What follows belongs to an exercise in optimizing a design on an open flow for small area, a short achievable clock period and few clock cycles per item; a production flow would make more cautious choices.
Only simulation tests tie the RTL to the original design; equivalence was not proved.
Power and IR drop assume default switching activity.

$ cat flow/design.v
`timescale 1ns / 1ps
module m_pader_parser(input clk,rst,byte_rdy,byte_stop,input [7:0] data_in,
								output reg overflow_err,flag_0_15,output reg [31:0] padd_out,output reg padding_done,output reg strt_a_h
    );
	 reg [511:0] block_512;  
	 reg [6:0] add_512_block;  
	 reg [63:0] m_size;   
	 reg temp_chk;  
	 reg [6:0] add_out0;
	 reg [6:0] add_out1;
	 reg [6:0] add_out2;
	 reg [6:0] add_out3;
	 reg overflow_err_v,flag_0_15_v,padding_done_v,strt_a_h_v;
	 reg [31:0] padd_out_v;
	 reg [6:0] wr_add;
	 reg [7:0] wr_byte;
	 reg wr_en;
	 integer j;
	 function [7:0] blk_byte;
		input [511:0] blk;
		input [6:0] adr;
		begin
			blk_byte = adr[6] ? 8'd0 : blk[{adr[5:0], 3'b000} +: 8];
		end
	 endfunction
	 always@(posedge clk)
	 begin
	 overflow_err_v = overflow_err;
	 flag_0_15_v = flag_0_15;
	 padd_out_v = padd_out;
	 padding_done_v = padding_done;
	 strt_a_h_v = strt_a_h;
	 if(rst==0)
	 begin
		add_out0=7'd0;
		add_out1=7'd1;
		add_out2=7'd2;
		add_out3=7'd3;
		add_512_block=7'd0;
		m_size=64'd0;
		padding_done_v=1'b0;
		padd_out_v=32'd0;
		overflow_err_v=1'b0;
		temp_chk=1'b0;
		flag_0_15_v=1'b0;
		strt_a_h_v=1'b0;
	 end
	 else
	 begin
	 if(byte_rdy)  
	 begin
	 for (j = 0; j < 64; j = j + 1)
		if (add_512_block == j) block_512[8*j +: 8] = data_in;
	 add_512_block=add_512_block+1;
	 end
	 else  	 
	 begin
		if(byte_stop)
		begin
			if(add_512_block<55)
			begin
				wr_en = 1'b0;
				wr_add = add_512_block;
				wr_byte = 8'b1_000_0000;
				if(temp_chk==0)
				begin
				padding_done_v=1'b0;  
				m_size[63:0]=(add_512_block)*8;  
				wr_en = 1'b1;  
				temp_chk=1'b1;
				end  
				if(add_512_block != 7'd0)
				begin
					if (wr_en)
						for (j = 0; j < 64; j = j + 1)
							if (wr_add == j) block_512[8*j +: 8] = wr_byte;
					add_512_block=add_512_block+1;
					wr_en = 1'b1;
					wr_add = add_512_block;
					wr_byte = 8'd0;
				end
				else
				begin
					overflow_err_v=1'b1;  
					padding_done_v=1'b0;  
				end
				if (wr_en)
					for (j = 0; j < 64; j = j + 1)
						if (wr_add == j) block_512[8*j +: 8] = wr_byte;
			end
			else
			begin
			strt_a_h_v=1'b1; 
			block_512[8*63 +: 8]=m_size[7:0];
			block_512[8*62 +: 8]=m_size[15:8];
			block_512[8*61 +: 8]=m_size[23:16];
			block_512[8*60 +: 8]=m_size[31:24];
			block_512[8*59 +: 8]=m_size[39:32];	 
			block_512[8*58 +: 8]=m_size[47:40];
			block_512[8*57 +: 8]=m_size[55:48];
			block_512[8*56 +: 8]=m_size[63:56];   
			padding_done_v=1'b1;  
			end
		end
		else
		begin
		end
	 end
	 if(add_512_block==55 && byte_stop==0)	 
	 begin
	 overflow_err_v=1'b1;
	 padding_done_v=1'b0;  
	 end
	 else
	 begin
	 overflow_err_v=1'b0;				 
	 end
	 if(padding_done_v==1)		 
	 begin
		if(add_out0==0 || add_out3<64)		 
		begin
			padd_out_v[7:0]=blk_byte(block_512, add_out3);
			padd_out_v[15:8]=blk_byte(block_512, add_out2);		 
			padd_out_v[23:16]=blk_byte(block_512, add_out1);
			padd_out_v[31:24]=blk_byte(block_512, add_out0);
			add_out0=add_out0+7'd4;
			add_out1=add_out1+7'd4;
			add_out2=add_out2+7'd4;		 
			add_out3=add_out3+7'd4;
		end
		else
		begin
			flag_0_15_v=1'b1;
		end
	 end
	 else
	 begin
	 end
	 end
	 overflow_err <= overflow_err_v;
	 flag_0_15 <= flag_0_15_v;
	 padd_out <= padd_out_v;
	 padding_done <= padding_done_v;
	 strt_a_h <= strt_a_h_v;
	 end
endmodule
`timescale 1ns / 1ps
module m_scheduler(input clk,rst,flag_0_15,padding_done,input [31:0] data_in,
							output reg [31:0] mreg_15,output reg [6:0] iteration_out
					);   
		reg temp_case;
		reg [6:0] counter_iteration;
		(*S="TRUE"*) reg [31:0] mreg_0,mreg_1,mreg_2,mreg_3,mreg_4,mreg_5,mreg_6,mreg_7,mreg_8,mreg_9,mreg_10,mreg_11,mreg_12,mreg_13,mreg_14;
		wire [31:0] sigma_0,sigma_1,m_in_mreg15;
		assign sigma_0=({mreg_1[6:0],mreg_1[31:7]} ^ {mreg_1[17:0],mreg_1[31:18]} ^ mreg_1[31:0]>>2'b11);
		assign sigma_1=({mreg_14[16:0],mreg_14[31:17]} ^ {mreg_14[18:0],mreg_14[31:19]} ^ mreg_14[31:0]>>4'b1010);
		assign m_in_mreg15=(mreg_0 + sigma_0 + mreg_9 + sigma_1);
		always@(posedge clk)
		begin
		if(rst==0)
		begin
		temp_case<=1'b0;
		iteration_out<=7'd0;
		counter_iteration<=7'd1;
		mreg_15<=32'd0;
		mreg_14<=32'd0;
		mreg_13<=32'd0;
		mreg_12<=32'd0;
		mreg_11<=32'd0;
		mreg_10<=32'd0;
		mreg_9<=32'd0;
		mreg_8<=32'd0;
		mreg_7<=32'd0;
		mreg_6<=32'd0;
		mreg_5<=32'd0;
		mreg_4<=32'd0;
		mreg_3<=32'd0;
		mreg_2<=32'd0;
		mreg_1<=32'd0;
		mreg_0<=32'd0;
		end
		else
		begin
		if(flag_0_15==0 && counter_iteration<17 && counter_iteration>0)
		begin
		mreg_15<=data_in;
		mreg_14<=mreg_15;
		mreg_13<=mreg_14;
		mreg_12<=mreg_13;
		mreg_11<=mreg_12;
		mreg_10<=mreg_11;
		mreg_9<=mreg_10;
		mreg_8<=mreg_9;
		mreg_7<=mreg_8;
		mreg_6<=mreg_7;
		mreg_5<=mreg_6;
		mreg_4<=mreg_5;
		mreg_3<=mreg_4;
		mreg_2<=mreg_3;
		mreg_1<=mreg_2;
		mreg_0<=mreg_1;
		end
		else				 
		begin
		if(counter_iteration!=64 && counter_iteration>0)
		begin
		mreg_15<=m_in_mreg15;
		mreg_14<=mreg_15;
		mreg_13<=mreg_14;
		mreg_12<=mreg_13;
		mreg_11<=mreg_12;
		mreg_10<=mreg_11;
		mreg_9<=mreg_10;
		mreg_8<=mreg_9;
		mreg_7<=mreg_8;
		mreg_6<=mreg_7;
		mreg_5<=mreg_6;
		mreg_4<=mreg_5;
		mreg_3<=mreg_4;
		mreg_2<=mreg_3;
		mreg_1<=mreg_2;
		mreg_0<=mreg_1;
		end
		end
			if(counter_iteration==0 && padding_done==0)
			begin
			counter_iteration<=7'd0;
			end
			else
			begin
				if(counter_iteration==64 && padding_done==1)
				begin
				counter_iteration<=7'd64;
				iteration_out<=67'd64;
				mreg_15<=mreg_15;
				end
				else
				begin
					if(padding_done==0)
					begin
					counter_iteration<=7'd1;
					end
					else
					begin
					case(temp_case)
					1'b0: temp_case<=1'b1;
					1'b1: begin
							iteration_out<=counter_iteration;
							counter_iteration<=counter_iteration+1;
							end
					endcase
					end
				end
			end
		end
		end
endmodule
`timescale 1ns / 1ps
module interative_processing(clk,rst,w,k,counter_iteration,padding_done,a_out,b_out,c_out,d_out,e_out,f_out,g_out,h_out
	);
	 input clk,rst,padding_done;
	 input [6:0] counter_iteration;
	 input [31:0] w,k;
	 output reg [31:0] a_out,b_out,c_out,d_out,e_out,f_out,g_out,h_out;
	 reg temp_case,temp_if;
	 reg [31:0] a_temp,b_temp,c_temp,d_temp,e_temp,f_temp,g_temp,h_temp;
	 reg [31:0] semation_0,semation_1,ch,maj;
	 reg [31:0] a_out_v,b_out_v,c_out_v,d_out_v,e_out_v,f_out_v,g_out_v,h_out_v;
	 always@(posedge clk)
	 begin
	 a_out_v = a_out;
	 b_out_v = b_out;
	 c_out_v = c_out;
	 d_out_v = d_out;
	 e_out_v = e_out;
	 f_out_v = f_out;
	 g_out_v = g_out;
	 h_out_v = h_out;
	 if(rst==0)
	 begin
			temp_case=1'b0;
			temp_if=1'b0;
			a_out_v=32'h6a09e667;
			b_out_v=32'hbb67ae85;
			c_out_v=32'h3c6ef372;
			d_out_v=32'ha54ff53a;
			e_out_v=32'h510e527f;
			f_out_v=32'h9b05688c;
			g_out_v=32'h1f83d9ab;
			h_out_v=32'h5be0cd19;
	 end
	 else
	 begin
			semation_0=({a_out_v[1:0],a_out_v[31:2]}) ^ ({a_out_v[12:0],a_out_v[31:13]}) ^ ({a_out_v[21:0],a_out_v[31:22]});  
			semation_1=({e_out_v[5:0],e_out_v[31:6]}) ^ ({e_out_v[10:0],e_out_v[31:11]}) ^ ({e_out_v[24:0],e_out_v[31:25]});
			maj=(a_out_v & b_out_v) ^ (a_out_v & c_out_v) ^ (b_out_v & c_out_v);
			ch=(e_out_v & f_out_v) ^ (~e_out_v & g_out_v);
			if(counter_iteration==65)
			begin
			a_out_v=a_out_v;
			b_out_v=b_out_v;
			c_out_v=c_out_v;
			d_out_v=d_out_v;
			e_out_v=e_out_v;
			f_out_v=f_out_v;
			g_out_v=g_out_v;
			h_out_v=h_out_v;
			end
			else
			begin
			if(padding_done==1)
			begin
			case(temp_case)
			1'b0: temp_case=1'b1;
			1'b1: temp_if=1'b1;
			endcase
			end
			if(temp_if==1 && counter_iteration!=64)
			begin
			a_temp= h_out_v + semation_1 + ch + k + w + semation_0 + maj; 	 
			b_temp= a_out_v;
			c_temp= b_out_v;
			d_temp= c_out_v;
			e_temp= d_out_v + h_out_v + semation_1 + ch + k + w;		 
			f_temp= e_out_v;
			g_temp= f_out_v;
	 		h_temp= g_out_v;
			a_out_v=a_temp;
			b_out_v=b_temp;
			c_out_v=c_temp;
			d_out_v=d_temp;  
			e_out_v=e_temp;
			f_out_v=f_temp;
			g_out_v=g_temp;
	 		h_out_v=h_temp;
			end
			end
	 end
	 a_out <= a_out_v;
	 b_out <= b_out_v;
	 c_out <= c_out_v;
	 d_out <= d_out_v;
	 e_out <= e_out_v;
	 f_out <= f_out_v;
	 g_out <= g_out_v;
	 h_out <= h_out_v;
	 end
endmodule
`timescale 1ns / 1ps
module m_digest(clk,rst,counter_iteration,a_in,b_in,c_in,d_in,e_in,f_in,g_in,h_in,m_digest_final,hashing_done
    );
	 output reg [255:0] m_digest_final;
	 input clk,rst;
	 input [6:0] counter_iteration;  
	 (*S="TRUE"*)input [31:0] a_in,b_in,c_in,d_in,e_in,f_in,g_in,h_in;
	 output reg hashing_done;
	 reg temp_delay;
	 reg [31:0] H0 ;
	 reg [31:0] H1 ;
	 reg [31:0] H2 ;
	 reg [31:0] H3 ;
	 reg [31:0] H4 ;
	 reg [31:0] H5 ;
	 reg [31:0] H6 ;
	 reg [31:0] H7 ;
	 reg [31:0] temp_H0;
	 reg [31:0] temp_H1;
	 reg [31:0] temp_H2;
	 reg [31:0] temp_H3;
	 reg [31:0] temp_H4;
	 reg [31:0] temp_H5;
	 reg [31:0] temp_H6;
	 reg [31:0] temp_H7;
	 reg [255:0] m_digest_final_v;
	 reg hashing_done_v;
	 always@(posedge clk)
	 begin
	 m_digest_final_v = m_digest_final;
	 hashing_done_v = hashing_done;
	 if(rst==0)
	 begin
	 temp_delay=1'b0;
	 m_digest_final_v=256'd0;
	 H0=32'h6a09e667;
	 H1=32'hbb67ae85;
	 H2=32'h3c6ef372;
	 H3=32'ha54ff53a;
	 H4=32'h510e527f;
	 H5=32'h9b05688c;
	 H6=32'h1f83d9ab;
	 H7=32'h5be0cd19;
	 temp_H0=32'd0;
	 temp_H1=32'd0;
	 temp_H2=32'd0;
	 temp_H3=32'd0;
	 temp_H4=32'd0;
	 temp_H5=32'd0;
	 temp_H6=32'd0;
	 temp_H7=32'd0;
	 hashing_done_v = 1'b0;
	 m_digest_final_v=256'd0;
	 end
	 else
	 begin
	 if(counter_iteration==7'd64)  
			 begin 
				hashing_done_v = 1'b1;
				temp_H0=H0+a_in;
				if(temp_H0<32'hFFFFFFFF || temp_H0==32'hFFFFFFFF)H0=temp_H0;
				else H0=temp_H0-32'hFFFFFFFF;
				temp_H1=H1+b_in;
				if(temp_H1<32'hFFFFFFFF || temp_H1==32'hFFFFFFFF)H1=temp_H1;
				else H1=temp_H1-32'hFFFFFFFF;
				temp_H2=H2+c_in;
				if(temp_H2<32'hFFFFFFFF || temp_H2==32'hFFFFFFFF)H2=temp_H2;
				else H2=temp_H2-32'hFFFFFFFF;
				temp_H3=H3+d_in;
				if(temp_H3<32'hFFFFFFFF || temp_H3==32'hFFFFFFFF)H3=temp_H3;
				else H3=temp_H3-32'hFFFFFFFF;
				temp_H4=H4+e_in;
				if(temp_H4<32'hFFFFFFFF || temp_H4==32'hFFFFFFFF)H4=temp_H4;
				else H4=temp_H4-32'hFFFFFFFF;
				temp_H5=H5+f_in;
				if(temp_H5<32'hFFFFFFFF || temp_H5==32'hFFFFFFFF)H5=temp_H5;
				else H5=temp_H5-32'hFFFFFFFF;
				temp_H6=H6+g_in;
				if(temp_H6<32'hFFFFFFFF || temp_H6==32'hFFFFFFFF)H6=temp_H6;
				else H6=temp_H6-32'hFFFFFFFF;
				temp_H7=H7+h_in;
				if(temp_H7<32'hFFFFFFFF || temp_H7==32'hFFFFFFFF)H7=temp_H7;
				else H7=temp_H7-32'hFFFFFFFF;
				if(temp_delay==0)
					begin
					temp_delay=temp_delay+1;
					m_digest_final_v={H0,H1,H2,H3,H4,H5,H6,H7};
					end
			 end else begin
      			hashing_done_v = 1'b0;
    		end
	 end
	 m_digest_final <= m_digest_final_v;
	 hashing_done <= hashing_done_v;
	 end
	 endmodule
`timescale 1ns / 1ps
module top_sha(input clk,rst,byte_rdy,byte_stop,input [7:0] data_in,
					output overflow_err,output [255:0] Hash_Digest, output hashing_done
    );
	 reg [31:0] K;
	 reg temp_case;
	 wire flag_0_15,padding_done;
	 wire [6:0] counter_iteration;
	 wire [31:0] data_in_padd,w_data_schdulr;
	 wire [31:0] a_out,b_out,c_out,d_out,e_out,f_out,g_out,h_out;
	 m_pader_parser			m_pad_pars(clk,rst,byte_rdy,byte_stop,data_in,overflow_err,flag_0_15,data_in_padd,padding_done,strt_a_h);
	 m_scheduler 				msg_scheduler(clk,rst,flag_0_15,padding_done,data_in_padd,w_data_schdulr,counter_iteration);
	 interative_processing	iter_processing(clk,rst,w_data_schdulr,K,counter_iteration,padding_done,a_out,b_out,c_out,d_out,e_out,f_out,g_out,h_out);
	 m_digest					m_out_digest(clk,rst,counter_iteration,a_out,b_out,c_out,d_out,e_out,f_out,g_out,h_out,Hash_Digest, hashing_done);
	 reg [31:0] K_v;
	 always@(posedge clk)
	 begin
	 K_v = K;
	 if(rst==0)
	 begin
	 K_v=32'd0;
	 temp_case=1'b0;
	 end
	 else
	 begin
	 if(padding_done==1)
	 begin
	 case(temp_case)
	 1'b0: temp_case=1'b1;
	 1'b1: begin
		 case(counter_iteration)
		 7'd0: K_v = 32'h71374491;
		 7'd1: K_v = 32'hb5c0fbcf;
		 7'd2: K_v = 32'he9b5dba5;
		 7'd3: K_v = 32'h3956c25b;
		 7'd4: K_v = 32'h59f111f1;
		 7'd5: K_v = 32'h923f82a4;
		 7'd6: K_v = 32'hab1c5ed5;
		 7'd7: K_v = 32'hd807aa98;
		 7'd8: K_v = 32'h12835b01;
		 7'd9: K_v = 32'h243185be;
		 7'd10: K_v = 32'h550c7dc3;
		 7'd11: K_v = 32'h72be5d74;
		 7'd12: K_v = 32'h80deb1fe;
		 7'd13: K_v = 32'h9bdc06a7;
		 7'd14: K_v = 32'hc19bf174;
		 7'd15: K_v = 32'he49b69c1;
		 7'd16: K_v = 32'hefbe4786;
		 7'd17: K_v = 32'h0fc19dc6;
		 7'd18: K_v = 32'h240ca1cc;
		 7'd19: K_v = 32'h2de92c6f;
		 7'd20: K_v = 32'h4a7484aa;
		 7'd21: K_v = 32'h5cb0a9dc;
		 7'd22: K_v = 32'h76f988da;
		 7'd23: K_v = 32'h983e5152;
		 7'd24: K_v = 32'ha831c66d;
		 7'd25: K_v = 32'hb00327c8;
		 7'd26: K_v = 32'hbf597fc7;
		 7'd27: K_v = 32'hc6e00bf3;
		 7'd28: K_v = 32'hd5a79147;
		 7'd29: K_v = 32'h06ca6351;
		 7'd30: K_v = 32'h14292967;
		 7'd31: K_v = 32'h27b70a85;
		 7'd32: K_v = 32'h2e1b2138;
		 7'd33: K_v = 32'h4d2c6dfc;
		 7'd34: K_v = 32'h53380d13;
		 7'd35: K_v = 32'h650a7354;
		 7'd36: K_v = 32'h766a0abb;
		 7'd37: K_v = 32'h81c2c92e;
		 7'd38: K_v = 32'h92722c85;
		 7'd39: K_v = 32'ha2bfe8a1;
		 7'd40: K_v = 32'ha81a664b;
		 7'd41: K_v = 32'hc24b8b70;
		 7'd42: K_v = 32'hc76c51a3;
		 7'd43: K_v = 32'hd192e819;
		 7'd44: K_v = 32'hd6990624;
		 7'd45: K_v = 32'hf40e3585;
		 7'd46: K_v = 32'h106aa070;
		 7'd47: K_v = 32'h19a4c116;
		 7'd48: K_v = 32'h1e376c08;
		 7'd49: K_v = 32'h2748774c;
		 7'd50: K_v = 32'h34b0bcb5;
		 7'd51: K_v = 32'h391c0cb3;
		 7'd52: K_v = 32'h4ed8aa4a;
		 7'd53: K_v = 32'h5b9cca4f;
		 7'd54: K_v = 32'h682e6ff3;
		 7'd55: K_v = 32'h748f82ee;
		 7'd56: K_v = 32'h78a5636f;
		 7'd57: K_v = 32'h84c87814;
		 7'd58: K_v = 32'h8cc70208;
		 7'd59: K_v = 32'h90befffa;
		 7'd60: K_v = 32'ha4506ceb;
		 7'd61: K_v = 32'hbef9a3f7;
		 7'd62: K_v = 32'hc67178f2;  
		 default:K_v=32'd0;
		 endcase
		 end
		 endcase			 
	 end
	 else
	 begin
	 K_v=32'h428a2f98;  
	 end
	 end
	 K <= K_v;
	 end
endmodule
$ cat flow/run.sh
#!/bin/bash
# synth_recipe.tcl (not shown) runs the flow's synth.tcl, then flattens the netlist and writes it again
# the make line also repeats each setting of config.mk as NAME=value (left out here)
make -C /OpenROAD-flow-scripts/flow DESIGN_CONFIG=/design/flow/config.mk WORK_HOME=/design/flow/orfs CLKGATE_MAP_FILE= SYNTH_SCRIPT=/design/flow/synth_recipe.tcl finish
$ cat flow/config.mk
export PLATFORM = sky130hd
export DESIGN_NAME = top_sha
export DESIGN_NICKNAME = top_sha
export VERILOG_FILES = /design/flow/design.v
export SDC_FILE = /design/flow/constraint.sdc
export NUM_CORES = 4
export LEC_CHECK = 0
export CAP_MARGIN = 20
export CORE_MARGIN = 2
export CORE_UTILIZATION = 40
export SLEW_MARGIN = 20
$ cat flow/constraint.sdc
create_clock -name core_clock -period 8.0 [get_ports {clk}]
set_input_delay 1.6000 -clock core_clock [delete_from_list [all_inputs] [get_ports {clk}]]
set_output_delay 1.6000 -clock core_clock [all_outputs]
set_load 0.01 [all_outputs]
==> results.txt <==
==> logic make-up (layout without fill, tap and decap cells) <==
family,count (synthesis),after routing,share of synthesized area
multiplexers,407,407,0.0420
adder cells (fa/ha/maj),715,715,0.102
XOR/XNOR,563,563,0.0446
AND/OR/NAND/NOR,4516,4516,0.173
other,0,2,0
flip-flops,1946,1946,0.399
AO/OA/AOI/OAI,3426,3426,0.188
buffers and inverters,1504,1438,0.0521
==> cell usage after synthesis (44+ instances only) <==
cell      count  share of area
a211oi_1    144         0.0098
a21o_1      146         0.0099
a21oi_1    1669          0.076
a221oi_1     64         0.0051
a22oi_1      45         0.0031
a31oi_1      92         0.0052
and2_1       55         0.0031
and3_1       63         0.0036
buf_1        52         0.0018
buf_2        54         0.0024
clkbuf_1    810          0.027
dfxtp_1    1434           0.26
edfxtp_1    512           0.14
fa_1        314          0.057
ha_1        373          0.042
inv_1       571          0.019
mux2_2       69         0.0070
mux2i_1     299          0.027
nand2_1    2734          0.093
nand2b_1     76         0.0043
nand3_1     423          0.019
nand4_1      46         0.0026
nor2_1      736          0.025
nor2b_1      90         0.0051
nor3_1      128         0.0058
o211ai_1    182          0.012
o21a_1       85         0.0058
o21ai_0     488          0.022
o21bai_1     44         0.0030
xnor2_1     392          0.031
xor2_1      171          0.014
==> critical path: stages (launching register included) <==
cell       delay [ns]
dfxtp_1          0.60
xnor2_1          0.14
xnor2_1          0.42
fa_1             0.51
fa_1             0.47
fa_1             0.52
inv_1            0.05
fa_1             0.47
inv_1            0.06
ha_1             0.26
a21o_1           0.18
a21o_1           0.20
a2111oi_0        0.74
o21ai_0          0.23
and4_1           0.24
o21ai_0          0.63
o21ai_0          0.31
a21o_1           0.24
a21oi_1          0.16
xor2_1           0.16
o21ai_0          0.08
==> worst max-delay path by stage <==
| stage | from | endpoint | slack (ns) |
|---|---|---|---|
| detailed placement | iter_processing.a_out[23]$_SDFFE_PN0P_ | iter_processing.a_out[20]$_SDFFE_PN0P_ | 1.36 |
| global placement | iter_processing.a_out[23]$_SDFFE_PN0P_ | iter_processing.a_out[20]$_SDFFE_PN0P_ | 1.31 |
| global route | iter_processing.e_out[27]$_SDFFE_PN0P_ | iter_processing.a_out[20]$_SDFFE_PN0P_ | 0.80 |
| floorplan | iter_processing.a_out[15]$_SDFFE_PN1P_ | iter_processing.a_out[20]$_SDFFE_PN0P_ | 2.37 |
| CTS | iter_processing.a_out[23]$_SDFFE_PN0P_ | iter_processing.a_out[20]$_SDFFE_PN0P_ | 1.33 |
| finish | iter_processing.a_out[23]$_SDFFE_PN0P_ | iter_processing.a_out[20]$_SDFFE_PN0P_ | 1.18 |
==> where the power goes <==
group          internal (mW)  switching [mW]  total [mW]
Sequential              10.3          0.0817        10.4
Clock                   6.23            4.47        10.7
Combinational          0.474            1.03        1.50
==> final cells by class <==
class	instances	area [sq um]
sequential	1946	44100
tap	3705	4640
clock buffer	288	6210
inverter	578	2180
clock inverter	123	1400
antenna	2	5.00
multi-input combinational	9627	60800
timing repair buffer	449	4180
fill	27400	152000
==> stage by stage <==
stage / util / area, sq um / worst slack, ns / hold slack, ns
final: 0.448 / 124000 / 1.18 / 0.396
after global routing: 0.448 / 124000 / 0.798 / 0.414
after CTS: 0.448 / 124000 / 1.33 / 0.395
after detailed placement: 0.420 / 116000 / 1.36 / 0.415
after global placement: 0.420 / 116000 / 1.31 / 0.416
after floorplan: - / 111000 / 2.37 / 0.405
==> metal layers <==
metal	track usage	up-vias
met5	0	-
li1	-	44800
met2	0.399	3867
met1	0.370	45400
met3	0.0418	717
met4	0.109	12
==> flow_summary.json <==
{
  "largest_register_ffs": 512,
  "p_leak_nw": 47.5,
  "drtAntennaViolNets": 0,
  "track_usage": 0.263,
  "cts_buffers": 220,
  "drt-met1-wl_mm": 167,
  "cts_tree": "done",
  "cts_setup_buffers": 0,
  "met3_length_mm": 30.3,
  "required_ns": 8.72,
  "place.gp.congestion": 0.969,
  "syn_inst": 13100,
  "die-area_sq_um": 281000,
  "finalSetupViolCount": 0,
  "worstPathMaxFanout": 7,
  "fin_skew_ns": 0.0781,
  "drv_slew": 0,
  "pwr_density_cell_nw_per_um2": 183,
  "drcViolationCount": 0,
  "drt_iter0_drc": 10100,
  "final_cells": 16700,
  "outcome": "no timing/DRC/antenna violations",
  "period_share": 0.853,
  "synth_edf_count": 512,
  "hold_end": "msg_scheduler.mreg_5[2]$_SDFFE_PN0P_",
  "routedWlPerCell_um": 22.8,
  "die_w_um": 530,
  "period_minus_slack_ns": 6.82,
  "relSlewSlack": 0.199,
  "finalWirelength_mm": 381,
  "ioPinCount": 270,
  "fmax_mhz": 147,
  "finalSetupTns_ns": 0,
  "yosysUniqueCellTypes": 110,
  "crit_path_start_kind": "register",
  "rsz0062_at_grt": "false",
  "ir_drop_uv": 193,
  "drive_gt1_frac": 0.0617,
  "total_power_mw": 22.6,
  "core-area_sq_um": 276000,
  "nets": 13500,
  "r2r-start": "iter_processing.a_out[23]$_SDFFE_PN0P_",
  "dr.max_layer_used": "met5",
  "dpl.cell_count": 16300,
  "grt_max_degree": 209,
  "io_buffers": 269,
  "placementRows": 193,
  "gr-total-overflow": 0,
  "ys_seq_area_frac": 0.399,
  "path_clk_slew_ns": 0.07,
  "rrSetupSlack_ns": 1.18,
  "dp.final_hpwl_mm": 273,
  "vias": 94800,
  "crit_type": "register to register",
  "asyncSetResetFlopFracSynth": 0,
  "die_h_um": 530,
  "grt_pass1_wl_mm": 571,
  "ctsHoldBuffers": 0,
  "r2r-end": "iter_processing.a_out[20]$_SDFFE_PN0P_",
  "grt_pass1_vias": 87700,
  "antenna_found_initial": 8,
  "cts_num_sinks": 1946,
  "initial_core_util": 0.401,
  "final_cell_mix": "nand2_1, a21oi_1, dfxtp_1",
  "wl_met2_mm": 166,
  "dr.pass1.iters": 6,
  "finalHoldViolCount": 0,
  "maxCapViolCount": 0,
  "r2r_cells": 20,
  "end_kind": "register",
  "yosys_most_used_dff": "dfxtp_1",
  "tightest_slew_ns": 1.20,
  "cts_resized": 0,
  "synth-seq-cells": 1946,
  "worstSkewPairLatency_ns": 0.94,
  "vias_per_cell": 5.67,
  "syn_to_final_growth_pct": 11.7,
  "cts_max_path_buffers": 4,
  "min-delay-start": "msg_scheduler.mreg_6[2]$_SDFFE_PN0P_",
  "whs_path_depth": 2,
  "cts-root-buf": "clkbuf_16",
  "ys_warn_count": 6,
  "final_common_cell": "nand2_1",
  "syn_avg_cell_area_sq_um": 8.46,
  "hp-class": "register to register",
  "syn_area_sq_um": 111000,
  "syn_nets": 13800,
  "htree_levels": 4,
  "critPathArrivalTime_ns": 7.54
}
Testbench counts, summed over its fixed seeds: cycles 47,232, items 384.

[re-timing with driven ports]
The results above use ideal ports. As a check the final layout listed here was re-extracted and re-timed, cells and wires unchanged. Step 1: set_driving_cell puts a clkbuf_16 on clk and a buf_2 on each other input, an assumption about the parent block. Step 2 adds t to the input delays and takes it off the output delays; t is the mean of the earliest and latest rising clock arrival at the registers after step 1. Input paths then give back, and output paths get back, about the clock's delay inside the block. a / b / c = ideal ports / drivers / drivers and shift; a / b = the first two.
t, ns: 0.988
setup slack, ns: 1.179 / 1.179 / 1.179
slew at the worst register clock pin (ns): 0.07 / 0.07
worst data-port slew with drivers (ns): 0.10
pins driven straight from the clock port: 1
After both steps setup and hold are still met in this run. The setup slack of this run moves by 0.000 ns with the drivers and by 0.000 ns with both steps.
